Context: an optimization exercise on an open-source flow, tuned for small area, a short achievable clock period and few clock cycles. The choices shown serve that exercise and are no tape-out recipe.
The RTL was checked by simulation tests, not by an equivalence proof against the original design.
No activity file was given, so power comes from the tool's default toggle rates.

## build 16
==> flow/design.v (excerpt) <==
module fifo_conv_top(
input clk,
input rst,
input data_valid,
input [7:0] data_i,
output wire idle,
output wire done,
output wire [15:0] data_o,
output wire conv_done
);
Size in the first run: ~320 cells after synthesis, roughly 110 flip-flops, ~4300 µm² of cells after synthesis.
==> flow/config.mk <==
export PLATFORM = sky130hd
export DESIGN_NAME = fifo_conv_top
export DESIGN_NICKNAME = fifo_conv_top
export VERILOG_FILES = /design/flow/design.v
export SDC_FILE = /design/flow/constraint.sdc
export NUM_CORES = 4
export LEC_CHECK = 0
export CAP_MARGIN = 20
export CORE_MARGIN = 2
export CORE_UTILIZATION = 40
export SETUP_SLACK_MARGIN = 3.1
export SLEW_MARGIN = 20
==> flow/constraint.sdc <==
create_clock -name core_clock -period 5.0 [get_ports {clk}]
set_input_delay 1.0000 -clock core_clock [delete_from_list [all_inputs] [get_ports {clk}]]
set_output_delay 1.0000 -clock core_clock [all_outputs]
set_load 0.01 [all_outputs]
standard.sh (not shown) runs the stock make flow with config.mk's settings and CLKGATE_MAP_FILE= SYNTH_SCRIPT=/design/flow/synth_recipe.tcl, a recipe that flattens the netlist after the stock synthesis.
==> flow/flow/run.sh <==
#!/bin/bash
# Own layout flow: the standard flow (standard.sh, standard synthesis
# included) with a few extra ORFS settings read from flow/knobs.txt, one
# VAR=value per line. Each tool's full output stays in the ORFS logs under
# orfs/logs; make's own output goes to make_finish.log here.
set -euo pipefail
W=$(pwd)
knobs=()
if [[ -f flow/knobs.txt ]]; then
  while IFS= read -r line; do
    [[ -z "$line" || "$line" == \#* ]] && continue
    knobs+=("${line//@FLOW@/$W/flow}")
  done < flow/knobs.txt
fi
bash standard.sh "${knobs[@]}" finish > make_finish.log 2>&1
==> flow/flow/knobs.txt <==
CTS_ARGS=-sink_clustering_enable -repair_clock_nets -buf_list sky130_fd_sc_hd__clkbuf_8 -sink_clustering_size 50 -sink_clustering_max_diameter 200 -dont_use_dummy_load
BUFFER_PORTS_ARGS=-buffer_cell sky130_fd_sc_hd__buf_1
Testbench counts of build 16, summed over its fixed seeds: cycles 1,624.
Here is what was changed in the inputs of build 93 compared with build 16.
- a change of CORE_UTILIZATION from 40 to 75
- an added PLACE_DENSITY of 0.85
- a change of SETUP_SLACK_MARGIN from 3.1 to 3.2
Diff build 93..build 16 | hold slack | negligible. STATUS pre-CTS setup slack: build 93 wins against build 16. Summary of build 93 over build 16: wire length went up by 33%; total half-perimeter wirelength after legalization and detailed placement now larger. Comparing build 93 and build 16, clock group total power is higher on build 93.
Changes in build 87 relative to build 93:
- swapping 3.2 for 3.0 in SETUP_SLACK_MARGIN
Results
- Per the comparison of build 87 with build 93, via count shrank by about 2.7%; number of setup violations in the final report held steady; sequential portion of the cell area grew by 2.4 points.
- Build 87 finished every step from synthesis to the final layout, and the layout passed the timing, DRC and antenna checks.
- Max freq build 93 -> build 87: degraded
- Internal power summed over all cells down about 0.9% in build 87 wrt build 93
- Diff build 93 -> build 87: sequential cell count shows no meaningful change; cell area power density shows an increase of 2.3%; utilization shows a reduction of 3.8 points.
> inputs changed (build 87 -> build 2)
- swapping 75 for 40 in CORE_UTILIZATION
- swapping 3.0 for 3.1 in SETUP_SLACK_MARGIN
- clearing PLACE_DENSITY, which used to be 0.85
-- flow/flow/knobs.txt --
<<< build 87, line 2
BUFFER_PORTS_ARGS=-buffer_cell sky130_fd_sc_hd__buf_1
>>> build 2, line 2
[summary]
Build 2 was carried through to the last stage, and its layout satisfied the timing, DRC and antenna checks. On reported net switching power, build 87 beats build 2. Going from build 87 to build 2, post-layout total power grew slightly. Width of the die: build 2 and build 87 compared, lower one is build 87. Final cell area: build 2 above build 87. Compared to build 87, build 2 shows a wider setup margin. Number of sequential cells in the layout: build 2 vs build 87 identical.

---

Starting RTL as in the previous note.
clock: 5.0 ns
lec_check: 0
cap_margin: 20
core_margin: 2
core_utilization: 60
setup_slack_margin: 3.1
slew_margin: 20
==> flow/flow/knobs.txt <==
CTS_ARGS=-sink_clustering_enable -repair_clock_nets -buf_list sky130_fd_sc_hd__clkbuf_8 -sink_clustering_size 50 -sink_clustering_max_diameter 200 -dont_use_dummy_load
BUFFER_PORTS_ARGS=-buffer_cell sky130_fd_sc_hd__buf_1
Scripts as last shown in full above: flow/flow/run.sh
Testbench counts at the start, summed over its fixed seeds: cycles 1,624.
Edit:
==> flow/flow/knobs.txt (replaced) <==
# none
Settings changed: CORE_UTILIZATION 60 to 40.
After rerunning: Via count increases by 4.7%. Routed wire length increases by 1.5%. Critical path depth is unchanged. Sequential share of layout area decreases by 2.0 points.
Edit:
==> flow/flow/knobs.txt (replaced) <==
CTS_ARGS=-sink_clustering_enable -repair_clock_nets -buf_list sky130_fd_sc_hd__clkbuf_8 -sink_clustering_size 50 -sink_clustering_max_diameter 200 -dont_use_dummy_load
BUFFER_PORTS_ARGS=-buffer_cell sky130_fd_sc_hd__buf_1
Settings changed: CORE_UTILIZATION 40 to 75, GPL_TIMING_DRIVEN set to 1, PLACE_DENSITY set to 0.85.
Outcome: Design area decreases by 5.2%. Global-route usage climbs by 12 points. Count of clock-buffer cells in the layout does not change. Synthesized area does not change.
Edit:
==> flow/flow/knobs.txt (replaced) <==
CTS_ARGS=-sink_clustering_enable -repair_clock_nets -root_buf sky130_fd_sc_hd__clkbuf_16 -buf_list sky130_fd_sc_hd__clkbuf_16 -sink_clustering_size 100 -sink_clustering_max_diameter 500 -dont_use_dummy_load
Settings changed: CORE_UTILIZATION 75 to 40, GPL_TIMING_DRIVEN 1 to unset, PLACE_DENSITY 0.85 to unset.
After rerunning: The new run ran to the end with no violations; die area is higher by 82%; core utilization is lower by 38 points; cell area is higher by 6.0%; combinational power is higher by 6.6%; count of clock-buffer cells in the layout is unchanged; area after synthesis does not change; clock skew is lower by 0.0091 ns; sequential share of layout area is lower by 3.6 points; wire length is lower by 7.0%; global-route usage is lower by 12 points.

---

== exp/juniper ==
The RTL this note starts from:
==> flow/design.v <==
module fifo_conv_top(
input clk,
input rst,
input data_valid,
input [7:0] data_i,
output wire idle,
output wire done,
output wire [15:0] data_o,
output wire conv_done
);
assign idle = 1'b1;
reg [7:0] x;           
reg acc;               
reg [7:0] h0, h1;      
reg [2:0] col;         
reg [2:0] row;         
reg signed [10:0] pq;
reg emit;
reg signed [8:0] q0, q1, q2, q3, q4, q5;
reg signed [10:0] out_r;
reg vld_r, done_r;
wire signed [8:0] d = {1'b0, x} + {1'b1, h0} + 9'd1;    
wire last_col = (col == 3'd4);
wire upd = acc && (col[2] || col[1]);    
always @(posedge clk) begin
  x <= data_i;
  acc <= data_valid;     
  pq <= q0 + (q3 <<< 1);
  out_r <= pq + q5;
  if (acc) begin
    h1 <= ~x;
    h0 <= h1;
  end
  if (upd) begin
    q0 <= q1; q1 <= q2; q2 <= q3; q3 <= q4; q4 <= q5; q5 <= d;
  end
  if (rst) begin
    col <= 3'd0;
    row <= 3'd0;
    emit <= 1'b0;
    vld_r <= 1'b0;
    done_r <= 1'b0;
  end else begin
    emit <= upd && (row[2] || row[1]);
    vld_r <= emit;
    done_r <= (row == 3'd5);
    if (acc) begin
      col <= last_col ? 3'd0 : col + 3'd1;
      if (last_col && row != 3'd5) row <= row + 3'd1;
    end
  end
end
assign data_o = {{5{out_r[10]}}, out_r};
assign conv_done = vld_r;
assign done = done_r;
endmodule
==> flow/config.mk <==
export PLATFORM = sky130hd
export DESIGN_NAME = fifo_conv_top
export DESIGN_NICKNAME = fifo_conv_top
export VERILOG_FILES = /design/flow/design.v
export SDC_FILE = /design/flow/constraint.sdc
export NUM_CORES = 4
export LEC_CHECK = 0
export CAP_MARGIN = 20
export CORE_MARGIN = 2
export CORE_UTILIZATION = 75
export PLACE_DENSITY = 0.85
export SETUP_SLACK_MARGIN = 3.05
export SLEW_MARGIN = 20
==> flow/constraint.sdc <==
create_clock -name core_clock -period 5.0 [get_ports {clk}]
set_input_delay 1.0000 -clock core_clock [delete_from_list [all_inputs] [get_ports {clk}]]
set_output_delay 1.0000 -clock core_clock [all_outputs]
set_load 0.01 [all_outputs]
==> flow/flow/knobs.txt <==
CTS_ARGS=-sink_clustering_enable -root_buf sky130_fd_sc_hd__clkbuf_8 -buf_list sky130_fd_sc_hd__clkbuf_4 -sink_clustering_size 50 -sink_clustering_max_diameter 200 -dont_use_dummy_load
BUFFER_PORTS_ARGS=-buffer_cell sky130_fd_sc_hd__buf_1
Scripts as last shown in full above: flow/flow/run.sh
Having completed the whole flow, exp/juniper delivered a layout that passed the timing, DRC and antenna checks.
Testbench counts of exp/juniper, summed over its fixed seeds: cycles 1,624.
diff inputs: exp/juniper => exp/harbor
Settings: SETUP_SLACK_MARGIN: 3.05 -> 3.1.
==> flow/flow/knobs.txt <==
CTS_ARGS=-sink_clustering_enable -repair_clock_nets -buf_list sky130_fd_sc_hd__clkbuf_8 -sink_clustering_size 50 -sink_clustering_max_diameter 200 -dont_use_dummy_load
BUFFER_PORTS_ARGS=-buffer_cell sky130_fd_sc_hd__buf_1
### Flow results
- The core of exp/harbor is more densely filled than that of exp/juniper.
- There was hardly any difference in quantity of hold-fixing buffers added after cts between exp/harbor and exp/juniper.
- Compared to exp/juniper, exp/harbor has total met2 wirelength after detailed routing 0.32% higher.
- From exp/juniper to exp/harbor the numbers moved as follows: top fanout value on the critical path about even; post-synthesis to final-layout area growth now larger; total wire length now larger.
Here is what was changed in the inputs of exp/violet compared with exp/harbor.
Settings: a change of SETUP_SLACK_MARGIN from 3.1 to 3.05.
==> flow/flow/knobs.txt <==
CTS_ARGS=-sink_clustering_enable -root_buf sky130_fd_sc_hd__clkbuf_8 -tree_buf sky130_fd_sc_hd__clkbuf_4 -buf_list sky130_fd_sc_hd__clkbuf_4 -sink_clustering_size 50 -sink_clustering_max_diameter 200 -dont_use_dummy_load
BUFFER_PORTS_ARGS=-buffer_cell sky130_fd_sc_hd__buf_1
[summary]
exp/violet did not stop at any stage, and its layout met the timing, DRC and antenna checks. Taking exp/harbor as the reference, in exp/violet sequential share of layout area +0.18 points, number of setup buffers added after CTS down 1, actual slew at the worst max-slew pin did not really move, final weighted congestion in routability-driven placement shows no meaningful change.
The following lists how exp/amber was set up differently from exp/violet:
Settings: PLACE_DENSITY changed from 0.85 to 0.8; SETUP_SLACK_MARGIN changed from 3.05 to 3.15; CORE_UTILIZATION changed from 75 to 70.
==> flow/flow/knobs.txt <==
CTS_ARGS=-sink_clustering_enable -repair_clock_nets -buf_list sky130_fd_sc_hd__clkbuf_8 -sink_clustering_size 50 -sink_clustering_max_diameter 200 -dont_use_dummy_load
BUFFER_PORTS_ARGS=-buffer_cell sky130_fd_sc_hd__buf_1
## What came out
- From exp/amber to exp/violet, largest net degree at the start of global routing did not move at all.
- exp/amber: clock skew is 0.0036 ns higher than what exp/violet reported.
- Taking exp/violet as the reference, in exp/amber met1 usage in global routing has decreased; overall power consumption climbed about 2.2%; share of the synthesized netlist area taken by xor and xnor gates essentially unchanged; clock transition at the registers of the reported paths did not really move.
- Between exp/violet and exp/amber, the cell count went up.
- met3 wirelength from detailed routing was lower in the run labelled exp/amber.
- In the reports for exp/amber and exp/violet, the larger smallest hold slack belongs to exp/amber.
- Of the two candidates, exp/violet has the better die area and exp/amber the worse one.
- The wire length of exp/amber was superior to that of exp/violet.
Setup changes, exp/amber to exp/umber
Settings: SETUP_SLACK_MARGIN now 3.05, was 3.15; CORE_UTILIZATION now 75, was 70; PLACE_DENSITY now 0.85, was 0.8.
==> flow/flow/knobs.txt <==
CTS_ARGS=-sink_clustering_enable -root_buf sky130_fd_sc_hd__clkbuf_16 -tree_buf sky130_fd_sc_hd__clkbuf_4 -buf_list sky130_fd_sc_hd__clkbuf_4 -sink_clustering_size 50 -sink_clustering_max_diameter 200 -dont_use_dummy_load
BUFFER_PORTS_ARGS=-buffer_cell sky130_fd_sc_hd__buf_1
[summary]
On wire length: between exp/amber and exp/umber, it ends up lower for exp/amber. exp/umber vs. exp/amber: met1 demand-to-capacity share in global routing went up by 4.0 points. exp/umber reports its startpoint of the worst setup timing path as q3[0]$_DFFE_PP_ while exp/amber reports h0[0]$_DFFE_PP_. exp/amber → exp/umber: worst setup slack -0.077 ns, final cell count -6, clock latency at the later pin of the worst-skew pair ~0 delta, placement row count -3.6%.
Modified inputs, exp/quartz compared to exp/umber
==> flow/flow/knobs.txt <==
CTS_ARGS=-sink_clustering_enable -repair_clock_nets -buf_list sky130_fd_sc_hd__clkbuf_8 -sink_clustering_size 50 -sink_clustering_max_diameter 200 -dont_use_dummy_load
BUFFER_PORTS_ARGS=-buffer_cell sky130_fd_sc_hd__buf_1
==> run summary <==
Number of tap cells added at floorplan came out exactly the same in exp/quartz and exp/umber.
Compared with exp/umber, in exp/quartz data required time of the critical path now sits lower; wire length after detailed routing dropped 1.4 mm; via count has decreased; clock network contribution to total cell area fell 2.0 points; utilization now sits lower.
A first element of the critical path of out_r[10]$_DFF_P_ is what exp/quartz shows, while q3[0]$_DFFE_PP_ belongs to exp/umber.
On exp/quartz: total power is 220 uW lower than what exp/umber gave.
Detailed-route wire length per cell: exp/quartz < exp/umber
Compared with exp/umber, exp/quartz ends up with a smaller final cell area.
exp/quartz ended up with data_o[14] as its endpoint of the worst setup timing path; exp/umber ended up with pq[9]$_DFF_P_.
For exp/umber, the path type of the worst setup path was reg -> reg, unlike exp/quartz, where it was reg -> out.

[afterwards: timing with drivers on the ports]
Ports are ideal in the flow. The routed layouts listed here were re-timed in OpenROAD.
Step 1 sets driving cells, clkbuf_16 on the clock port and buf_2 on the other inputs (assumed; they add their load-dependent delay and slew).
Step 2 adds t to the input delays and takes it off the output delays; t is the mean of the earliest and latest rising clock arrival at the registers after step 1. Input paths then give back, and output paths get back, about the clock's delay inside the block.
Slacks: ideal ports / drivers / drivers and shift; pairs: ideal ports / drivers.
run	t (ns)	setup WS [ns]	clock arrival spread, ns	worst slew at a driven data input, ns
build 16	0.387	3.107 / 3.107 / 3.107	0.018 / 0.017	0.04
build 93	0.398	3.102 / 3.074 / 3.102	0.013 / 0.013	0.03
build 87	0.381	3.052 / 3.051 / 3.052	0.021 / 0.021	0.03
build 2	0.369	3.085 / 3.085 / 3.044	0.024 / 0.025	0.03
the first run of note 2	0.383	3.086 / 3.086 / 3.086	0.028 / 0.028	0.03
the second run of note 2	0.381	3.099 / 3.099 / 3.049	0.012 / 0.012	0.03
the third run of note 2	0.380	3.134 / 3.128 / 3.134	0.025 / 0.025	0.03
the fourth run of note 2	0.363	3.050 / 3.050 / 3.046	0.018 / 0.018	0.03
exp/juniper	0.383	3.119 / 3.087 / 3.160	0.013 / 0.013	0.03
exp/harbor	0.380	3.125 / 3.093 / 3.166	0.009 / 0.009	0.03
exp/violet	0.383	3.119 / 3.087 / 3.160	0.013 / 0.013	0.03
exp/amber	0.374	3.135 / 3.105 / 3.135	0.017 / 0.016	0.04
exp/umber	0.381	3.058 / 3.046 / 3.058	0.008 / 0.008	0.03
exp/quartz	0.383	3.119 / 3.087 / 3.160	0.013 / 0.013	0.03
After both steps setup and hold are still met in every run listed. For the second run of note 2, which loses most, drivers alone change the setup slack by 0.000 ns; drivers and shift together by -0.050 ns.
